Source: an optimization exercise on an open RTL-to-GDS flow (aim: small area). Production flows keep margins and buffers that such runs may drop.
At most, simulation tests tie the RTL to the original design; equivalence was not proved.

== run 1 ==
// neural_compressor_top
module neural_compressor_top
(
    input  logic        clk,
    input  logic        rst_n,
    input  logic [DATA_WIDTH-1:0]   s_axis_tdata,
    input  logic                    s_axis_tvalid,
    output logic                    s_axis_tready,
    input  logic                    s_axis_tlast,
    output logic [DATA_WIDTH-1:0]   m_axis_tdata,
    output logic [1:0]              m_axis_tuser,   
    output logic                    m_axis_tvalid,
    input  logic                    m_axis_tready,
    output logic                    m_axis_tlast,
    input  logic [DATA_WIDTH-1:0]   cfg_threshold,
    input  logic                    cfg_enable,
    output neural_compressor_pkg::compress_stats_t         stats,
    output logic [15:0]             spike_count
);
Size: about 0.018 mm^2 of cells after synthesis.
Settings: LEC_CHECK=0, CAP_MARGIN=20, CORE_MARGIN=2, CORE_UTILIZATION=80, SLEW_MARGIN=20; clock period 120.0 ns.
standard.sh (not shown) runs the stock make flow with config.mk's settings and CLKGATE_MAP_FILE= SYNTH_SCRIPT=/design/flow/synth_recipe.tcl, a recipe that flattens the netlist after the stock synthesis.
==> flow/flow/run.sh <==
#!/bin/bash
set -euo pipefail
export BUFFER_PORTS_ARGS="-buffer_cell sky130_fd_sc_hd__buf_1"
export CTS_ARGS="-sink_clustering_enable -repair_clock_nets -buf_list sky130_fd_sc_hd__clkbuf_16 -sink_clustering_size 28 -sink_clustering_max_diameter 90 -dont_use_dummy_load"
bash standard.sh > make_flow.log 2>&1
Run 1: done, clean on timing, DRC and antenna
Modified inputs, run 2 compared to run 1
==> flow/flow/run.sh <==
#!/bin/bash
# Layout flow: the standard ORFS flow (standard.sh: standard synthesis,
# floorplan, placement, CTS, routing), with two changes:
#  - the I/O port buffers are the smallest buffer cell;
#  - the clock tree uses large leaf clusters of clkbuf_16 and no dummy loads.
# ORFS keeps each step's full log under orfs/logs/; make's own output, and the
# final DEF export's, goes to make_flow.log here.
set -euo pipefail
export BUFFER_PORTS_ARGS="-buffer_cell sky130_fd_sc_hd__buf_1"
export CTS_ARGS="-sink_clustering_enable -repair_clock_nets -buf_list sky130_fd_sc_hd__clkbuf_16 -sink_clustering_size 24 -sink_clustering_max_diameter 80 -dont_use_dummy_load"
bash standard.sh > make_flow.log 2>&1
-- flow/config.mk --
<<< run 1, line 8
export CAP_MARGIN = 20
export CORE_MARGIN = 2
export CORE_UTILIZATION = 80
export SLEW_MARGIN = 20
>>> run 2, line 8
export CAP_MARGIN = 20
export CORE_MARGIN = 2
export CORE_UTILIZATION = 75
export SLEW_MARGIN = 20
--- outcome ---
- [compare] base=run 1 new=run 2: fraction of cell area in non-clock buffers barely changed, setup slack climbed 110 ps, maximum frequency climbed 0.38%.
--- input diff run 2..run 3 ---
==> flow/flow/run.sh <==
#!/bin/bash
set -euo pipefail
export BUFFER_PORTS_ARGS="-buffer_cell sky130_fd_sc_hd__buf_1"
export CTS_ARGS="-sink_clustering_enable -repair_clock_nets -buf_list sky130_fd_sc_hd__clkbuf_16 -root_buf sky130_fd_sc_hd__clkbuf_8 -tree_buf sky130_fd_sc_hd__clkbuf_8 -sink_clustering_size 24 -sink_clustering_max_diameter 80 -dont_use_dummy_load"
bash standard.sh > make_flow.log 2>&1
-- flow/config.mk --
<<< run 2, line 8
export CAP_MARGIN = 20
export CORE_MARGIN = 2
export CORE_UTILIZATION = 75
export SLEW_MARGIN = 20
>>> run 3, line 8
export CAP_MARGIN = 20
export CORE_MARGIN = 2
export CORE_UTILIZATION = 80
export SLEW_MARGIN = 20
--- outcome ---
Run 3 reports a higher worst clock skew than run 2 does. Measured against each other, run 2 and run 3 differ in total die area, the lower figure coming from run 3. Depth of the critical timing path with buffers and inverters included sits lower in run 3 than in run 2. Compared with run 2, in run 3 detailed-route wire length per cell now larger, design area now smaller, worst-case hold slack now larger.

* * *

## north
neural_compressor_top, a different RTL version from the one above (not shown whole).
Size in the first run: roughly 1300 cells after synthesis, about 400 flip-flops, about 160 I/O pins, roughly 18000 um2 of cells after synthesis.
==> flow/config.mk <==
export PLATFORM = sky130hd
export DESIGN_NAME = neural_compressor_top
export DESIGN_NICKNAME = neural_compressor_top
export VERILOG_FILES = /design/flow/design.v
export SDC_FILE = /design/flow/constraint.sdc
export NUM_CORES = 8
export LEC_CHECK = 0
export CAP_MARGIN = 20
export CORE_MARGIN = 2
export CORE_UTILIZATION = 60
export SLEW_MARGIN = 20
==> flow/constraint.sdc <==
create_clock -name core_clock -period 120.0 [get_ports {clk}]
set_input_delay 24.0000 -clock core_clock [delete_from_list [all_inputs] [get_ports {clk}]]
set_output_delay 24.0000 -clock core_clock [all_outputs]
set_load 0.01 [all_outputs]
==> flow/flow/run.sh <==
#!/bin/bash
set -euo pipefail
export BUFFER_PORTS_ARGS="-buffer_cell sky130_fd_sc_hd__buf_1"
export CTS_ARGS="-sink_clustering_enable -repair_clock_nets -buf_list sky130_fd_sc_hd__clkbuf_16 -sink_clustering_size 30 -sink_clustering_max_diameter 60 -dont_use_dummy_load"
bash standard.sh > make_flow.log 2>&1
north did not stop at any stage, and its layout met the timing, design-rule and antenna checks.
Inputs modified between north and south:
==> flow/flow/run.sh <==
#!/bin/bash
set -euo pipefail
export BUFFER_PORTS_ARGS="-buffer_cell sky130_fd_sc_hd__buf_1"
export CTS_ARGS="-sink_clustering_enable -repair_clock_nets -buf_list sky130_fd_sc_hd__clkbuf_16 -sink_clustering_size 24 -sink_clustering_max_diameter 80 -dont_use_dummy_load"
bash standard.sh > make_flow.log 2>&1
--- a/flow/config.mk
+++ b/flow/config.mk
@@ -9,3 +9,3 @@
 export CORE_MARGIN = 2
-export CORE_UTILIZATION = 60
+export CORE_UTILIZATION = 75
 export SLEW_MARGIN = 20
- NOTE: share of the core filled with cells in the final layout in south exceeds that of north
- In the flow results for north and south, the total routed wire length on the met1 layer is larger on north.
- From north to south the numbers moved as follows: worst hold slack after final layout moved down, clock distribution area overhead in the final layout has decreased, met3 track demand over resource in global routing has increased.
- Wire length of the first global-routing pass, south vs north: up slightly
The inputs of east differ from those of south as listed below.
==> flow/flow/run.sh <==
#!/bin/bash
set -euo pipefail
export BUFFER_PORTS_ARGS="-buffer_cell sky130_fd_sc_hd__buf_1"
export CTS_ARGS="-sink_clustering_enable -repair_clock_nets -buf_list sky130_fd_sc_hd__clkbuf_16 -sink_clustering_size 20 -sink_clustering_max_diameter 100 -dont_use_dummy_load"
bash standard.sh > make_flow.log 2>&1
--- a/flow/config.mk
+++ b/flow/config.mk
@@ -9,3 +9,3 @@
 export CORE_MARGIN = 2
-export CORE_UTILIZATION = 75
+export CORE_UTILIZATION = 60
 export SLEW_MARGIN = 20
Notes after the runs:
- east against south; clock buffer count is up by more than 10%.
- Compared with south, in east transition time at the pin with the least slew margin went down, wire length on met3 fell about 30%, first-pass GRT wire length moved down, shortest clock period the worst path allows after layout decreased 0.0091 ns.
- east and south ended up with nearly the same final cycle utilization of the critical path.
- east against south: non-clock buffer count saw an increase; worst-case headroom to the max-slew limit saw an increase; worst reg-to-reg path cell count saw an increase.
diff inputs: east => west
==> flow/flow/run.sh <==
#!/bin/bash
set -euo pipefail
export BUFFER_PORTS_ARGS="-buffer_cell sky130_fd_sc_hd__buf_1"
export CTS_ARGS="-sink_clustering_enable -repair_clock_nets -buf_list sky130_fd_sc_hd__clkbuf_16 -sink_clustering_size 24 -sink_clustering_max_diameter 80 -dont_use_dummy_load"
bash standard.sh > make_flow.log 2>&1
--- a/flow/config.mk
+++ b/flow/config.mk
@@ -9,3 +9,3 @@
 export CORE_MARGIN = 2
-export CORE_UTILIZATION = 60
+export CORE_UTILIZATION = 85
 export SLEW_MARGIN = 20
Notes after the runs:
Delta (west minus east): starting density of the core shows an increase of 25 points, clock-pin transition on the worst setup and hold timing paths about even, core area down about 30%, ratio of final minimum period to clock period now sits higher. Changes observed in west relative to east: number of logic stages on the critical path including buffering has decreased; total detailed-routing wirelength went up by about 36%; non-clock buffer count fell by 3.
No run of this note included a check of the RTL's function; only the layout flow was run.

* * *

Setup of run A:
Another version of the RTL of neural_compressor_top (not shown whole).
For scale: ~1100 cells after synthesis, roughly 400 flip-flops, ~160 I/O pins.
Design neural_compressor_top, start of the top module:
module neural_compressor_top
(
    input  logic        clk,
    input  logic        rst_n,
    input  logic [DATA_WIDTH-1:0]   s_axis_tdata,
    input  logic                    s_axis_tvalid,
    output logic                    s_axis_tready,
    input  logic                    s_axis_tlast,
    output logic [DATA_WIDTH-1:0]   m_axis_tdata,
    output logic [1:0]              m_axis_tuser,   
    output logic                    m_axis_tvalid,
    input  logic                    m_axis_tready,
    output logic                    m_axis_tlast,
    input  logic [DATA_WIDTH-1:0]   cfg_threshold,
    input  logic                    cfg_enable,
    output neural_compressor_pkg::compress_stats_t         stats,
    output logic [15:0]             spike_count
);
    wire [31:0] data_in = s_axis_tdata;
    wire        valid_in = s_axis_tvalid & cfg_enable;
    logic       valid_out;   
    logic       taken;       
    logic [3:0] cnt;
    logic       fresh;     
    logic [29:0] xr;       
    logic [12:0] hf;       
    logic [31:0] yr;       
    logic [31:0] s1, s2, s3, s4;  
    logic [31:0] dr;       
    logic        dz;       
    wire idle  = (cnt == 4'd0);
  ...
Settings: LEC_CHECK=0, CAP_MARGIN=20, CORE_MARGIN=2, CORE_UTILIZATION=90, SLEW_MARGIN=20, SYNTH_HIERARCHICAL=1, SYNTH_MINIMUM_KEEP_SIZE=0; clock period 120.0 ns.
==> flow/flow/run.sh <==
#!/bin/bash
set -euo pipefail
export BUFFER_PORTS_ARGS="-buffer_cell sky130_fd_sc_hd__buf_1"
export CTS_ARGS="-sink_clustering_enable -repair_clock_nets -buf_list sky130_fd_sc_hd__clkbuf_16 -root_buf sky130_fd_sc_hd__clkbuf_8 -tree_buf sky130_fd_sc_hd__clkbuf_8 -sink_clustering_size 26 -sink_clustering_max_diameter 85 -dont_use_dummy_load"
bash standard.sh > make_flow.log 2>&1
The flow ended early for run A: it failed with a tool error in clock tree synthesis (4_1_cts).
> inputs changed (run A -> run B)
# run A
export LEC_CHECK = 0
export CAP_MARGIN = 20
export CORE_MARGIN = 2
export CORE_UTILIZATION = 90
export SLEW_MARGIN = 20
export SYNTH_HIERARCHICAL = 1
export SYNTH_MINIMUM_KEEP_SIZE = 0
create_clock -name core_clock -period 120.0 [get_ports {clk}]
# run B
export LEC_CHECK = 0
export CAP_MARGIN = 20
export CORE_MARGIN = 2
export CORE_UTILIZATION = 85
export SLEW_MARGIN = 20
export SYNTH_HIERARCHICAL = 1
export SYNTH_MINIMUM_KEEP_SIZE = 0
create_clock -name core_clock -period 120.0 [get_ports {clk}]
Run B: all stages complete, timing, DRC and antenna checks passed
Vertical die dimension is higher on run B
Run A -> run B: boundary pin count delta 0, exact match
Delta(number of instances in the placed design, run B - run A) > 0
Sort run A and run B by half-perimeter wire length after detailed placement asc -> top: run B
The worst slack at placement in run B sits 0.15 ns above the value recorded for run A.
Clock sink count: run B vs run A identical
#### Input delta (run C over run B)
# run B
export LEC_CHECK = 0
export CAP_MARGIN = 20
export CORE_MARGIN = 2
export CORE_UTILIZATION = 85
export SLEW_MARGIN = 20
export SYNTH_HIERARCHICAL = 1
export SYNTH_MINIMUM_KEEP_SIZE = 0
create_clock -name core_clock -period 120.0 [get_ports {clk}]
# run C
export LEC_CHECK = 0
export CAP_MARGIN = 20
export CORE_MARGIN = 2
export CORE_UTILIZATION = 80
export SLEW_MARGIN = 20
export SYNTH_HIERARCHICAL = 1
export SYNTH_MINIMUM_KEEP_SIZE = 0
create_clock -name core_clock -period 120.0 [get_ports {clk}]
diff --git a/flow/flow/run.sh b/flow/flow/run.sh
--- a/flow/flow/run.sh
+++ b/flow/flow/run.sh
@@ -1,0 +2,7 @@
+# Layout flow: the standard ORFS flow (standard.sh: standard synthesis,
+# floorplan, placement, CTS, routing), with two changes:
+#  - the I/O port buffers are the smallest buffer cell;
+#  - the clock tree uses large leaf clusters of clkbuf_16 (clkbuf_8 above
+#    them) and no dummy loads.
+# ORFS keeps each step's full log under orfs/logs/; make's own output, and the
+# final DEF export's, goes to make_flow.log here.
## What came out
A critical-path cell with the highest stage delay of sky130_fd_sc_hd__maj3_2 is what run B shows, while sky130_fd_sc_hd__xnor2_1 belongs to run C.
From run B to run C the numbers moved as follows: worst hold margin grew by 0.025 ns.
From run B to run C the numbers moved as follows: routed wire length per instance fell by 24%, fmax rose by about 1.4%, die area rose by 6.1%.
Run C: wire length reported by the detailed router lower than run B
Run C -> run B: number of pins with negative max-slew slack in the final report delta 0, exact match

* * *

RTL: one of the versions met above, not the one the previous note started from.
Size: roughly 1300 cells after synthesis, about 400 flip-flops, ~160 I/O pins.
==> flow/config.mk <==
export PLATFORM = sky130hd
export DESIGN_NAME = neural_compressor_top
export DESIGN_NICKNAME = neural_compressor_top
export VERILOG_FILES = /design/flow/design.v
export SDC_FILE = /design/flow/constraint.sdc
export NUM_CORES = 8
export LEC_CHECK = 0
export CAP_MARGIN = 20
export CORE_MARGIN = 2
export CORE_UTILIZATION = 40
export CTS_BUF_LIST = sky130_fd_sc_hd__clkbuf_4
export SLEW_MARGIN = 20
==> flow/constraint.sdc <==
create_clock -name core_clock -period 120.0 [get_ports {clk}]
set_input_delay 24.0000 -clock core_clock [delete_from_list [all_inputs] [get_ports {clk}]]
set_output_delay 24.0000 -clock core_clock [all_outputs]
set_load 0.01 [all_outputs]
run.sh (not shown) runs the stock make flow with config.mk's settings and CLKGATE_MAP_FILE= SYNTH_SCRIPT=/design/flow/synth_recipe.tcl, a recipe that flattens the netlist after the stock synthesis.
Stock flow here: none of the scripts above is used.
Next try:
--- a/flow/config.mk
+++ b/flow/config.mk
@@ -9,4 +9,5 @@
 export CORE_MARGIN = 2
-export CORE_UTILIZATION = 40
-export CTS_BUF_LIST = sky130_fd_sc_hd__clkbuf_4
+export CORE_UTILIZATION = 60
+export CTS_BUF_LIST = sky130_fd_sc_hd__clkbuf_2
+export CTS_CLUSTER_SIZE = 20
 export SLEW_MARGIN = 20
The new run completed without violations.
Flip-flop and latch count is unchanged.
Area after synthesis is unchanged.
Register-to-register slack gets worse by 20 ps.
Next try:
==> flow/flow/run.sh (new file) <==
#!/bin/bash
set -euo pipefail
export BUFFER_PORTS_ARGS="-buffer_cell sky130_fd_sc_hd__buf_1"
export CTS_ARGS="-sink_clustering_enable -repair_clock_nets -buf_list sky130_fd_sc_hd__clkbuf_16 -sink_clustering_size 32 -sink_clustering_max_diameter 100 -dont_use_dummy_load"
bash standard.sh > make_flow.log 2>&1
==> flow/standard.sh (new file) <==
#!/bin/bash
# synth_recipe.tcl (not shown) runs the flow's synth.tcl, then flattens the netlist and writes it again
# the make line also repeats each setting of config.mk as NAME=value (left out here)
make -C /OpenROAD-flow-scripts/flow DESIGN_CONFIG=/design/flow/config.mk WORK_HOME=/design/flow/orfs CLKGATE_MAP_FILE= SYNTH_SCRIPT=/design/flow/synth_recipe.tcl "${@:-finish}"
--- a/flow/config.mk
+++ b/flow/config.mk
@@ -9,5 +9,3 @@
 export CORE_MARGIN = 2
-export CORE_UTILIZATION = 60
-export CTS_BUF_LIST = sky130_fd_sc_hd__clkbuf_2
-export CTS_CLUSTER_SIZE = 20
+export CORE_UTILIZATION = 75
 export SLEW_MARGIN = 20
removed: flow/run.sh
Flip-flop and latch count stays the same.
Sequential share of layout area rises by 4.1 points.
First-iteration DRC count rises by 33%.
Wire length rises by 0.98%.
Register-to-register slack loses 160 ps.
Utilization rises by 12 points.
Next try:
==> flow/flow/run.sh (replaced) <==
#!/bin/bash
set -euo pipefail
export BUFFER_PORTS_ARGS="-buffer_cell sky130_fd_sc_hd__buf_1"
export CTS_ARGS="-sink_clustering_enable -repair_clock_nets -buf_list sky130_fd_sc_hd__clkbuf_8 -sink_clustering_size 16 -sink_clustering_max_diameter 50 -dont_use_dummy_load"
bash standard.sh > make_flow.log 2>&1
--- a/flow/config.mk
+++ b/flow/config.mk
@@ -9,3 +9,3 @@
 export CORE_MARGIN = 2
-export CORE_UTILIZATION = 75
+export CORE_UTILIZATION = 60
 export SLEW_MARGIN = 20
=>
- clock-buffer cell count rose by 24
- register-to-register slack improves by 210 ps
- via count fell by a few percent
- utilization fell by 16 points
Function was not checked in any run of this note: the RTL went through the layout flow alone.

## re-timing with driven ports
The flow's constraints put no driver on any port. The routed layouts listed below were extracted and timed again, unchanged, in two steps.
Step 1: set_driving_cell puts a clkbuf_16 on clk and a buf_2 on each other input, an assumption about the parent block.
Step 2, shift: input delay + t, output delay - t, t = (earliest + latest rising clock arrival at the registers) / 2. This alone moves slack from input paths to output paths.
Three values: no drivers, after step 1, after step 2; two values: the first two.
run | t (ns) | setup slack, ns | worst setup path after step 2 | latest minus earliest clock arrival (ns) | worst slew at a driven data input, ns
run 1 | 0.556 | 90.219 / 90.237 / 89.681 | input to register | 0.040 / 0.040 | 0.10
run 2 | 0.570 | 90.331 / 90.352 / 89.783 | input to register | 0.017 / 0.017 | 0.08
run 3 | 0.631 | 90.331 / 90.349 / 89.718 | input to register | 0.048 / 0.048 | 0.10
north | 0.551 | 93.748 / 93.779 / 93.228 | input to register | 0.040 / 0.040 | 0.04
south | 0.549 | 93.797 / 93.819 / 93.269 | input to register | 0.034 / 0.033 | 0.04
east | 0.579 | 93.806 / 93.788 / 93.256 | input to register | 0.041 / 0.041 | 0.04
west | 0.568 | 93.333 / 93.282 / 93.215 | input to register | 0.025 / 0.025 | 0.05
run B | 0.617 | 82.138 / 82.157 / 81.541 | input to register | 0.057 / 0.057 | 0.07
run C | 0.613 | 82.674 / 82.693 / 82.080 | input to register | 0.053 / 0.053 | 0.06
the first run of note 4 | 0.832 | 93.633 / 93.653 / 92.821 | input to register | 0.062 / 0.062 | 0.05
the second run of note 4 | 0.922 | 92.834 / 92.788 / 92.886 | input to register | 0.118 / 0.118 | 0.04
the third run of note 4 | 0.545 | 93.800 / 93.796 / 93.282 | input to register | 0.052 / 0.052 | 0.04
the fourth run of note 4 | 0.573 | 93.821 / 93.777 / 93.276 | input to register | 0.078 / 0.078 | 0.04
After both steps setup and hold are still met in every run listed. For the first run of note 4, which loses most, drivers alone change the setup slack by +0.020 ns; drivers and shift together by -0.812 ns.
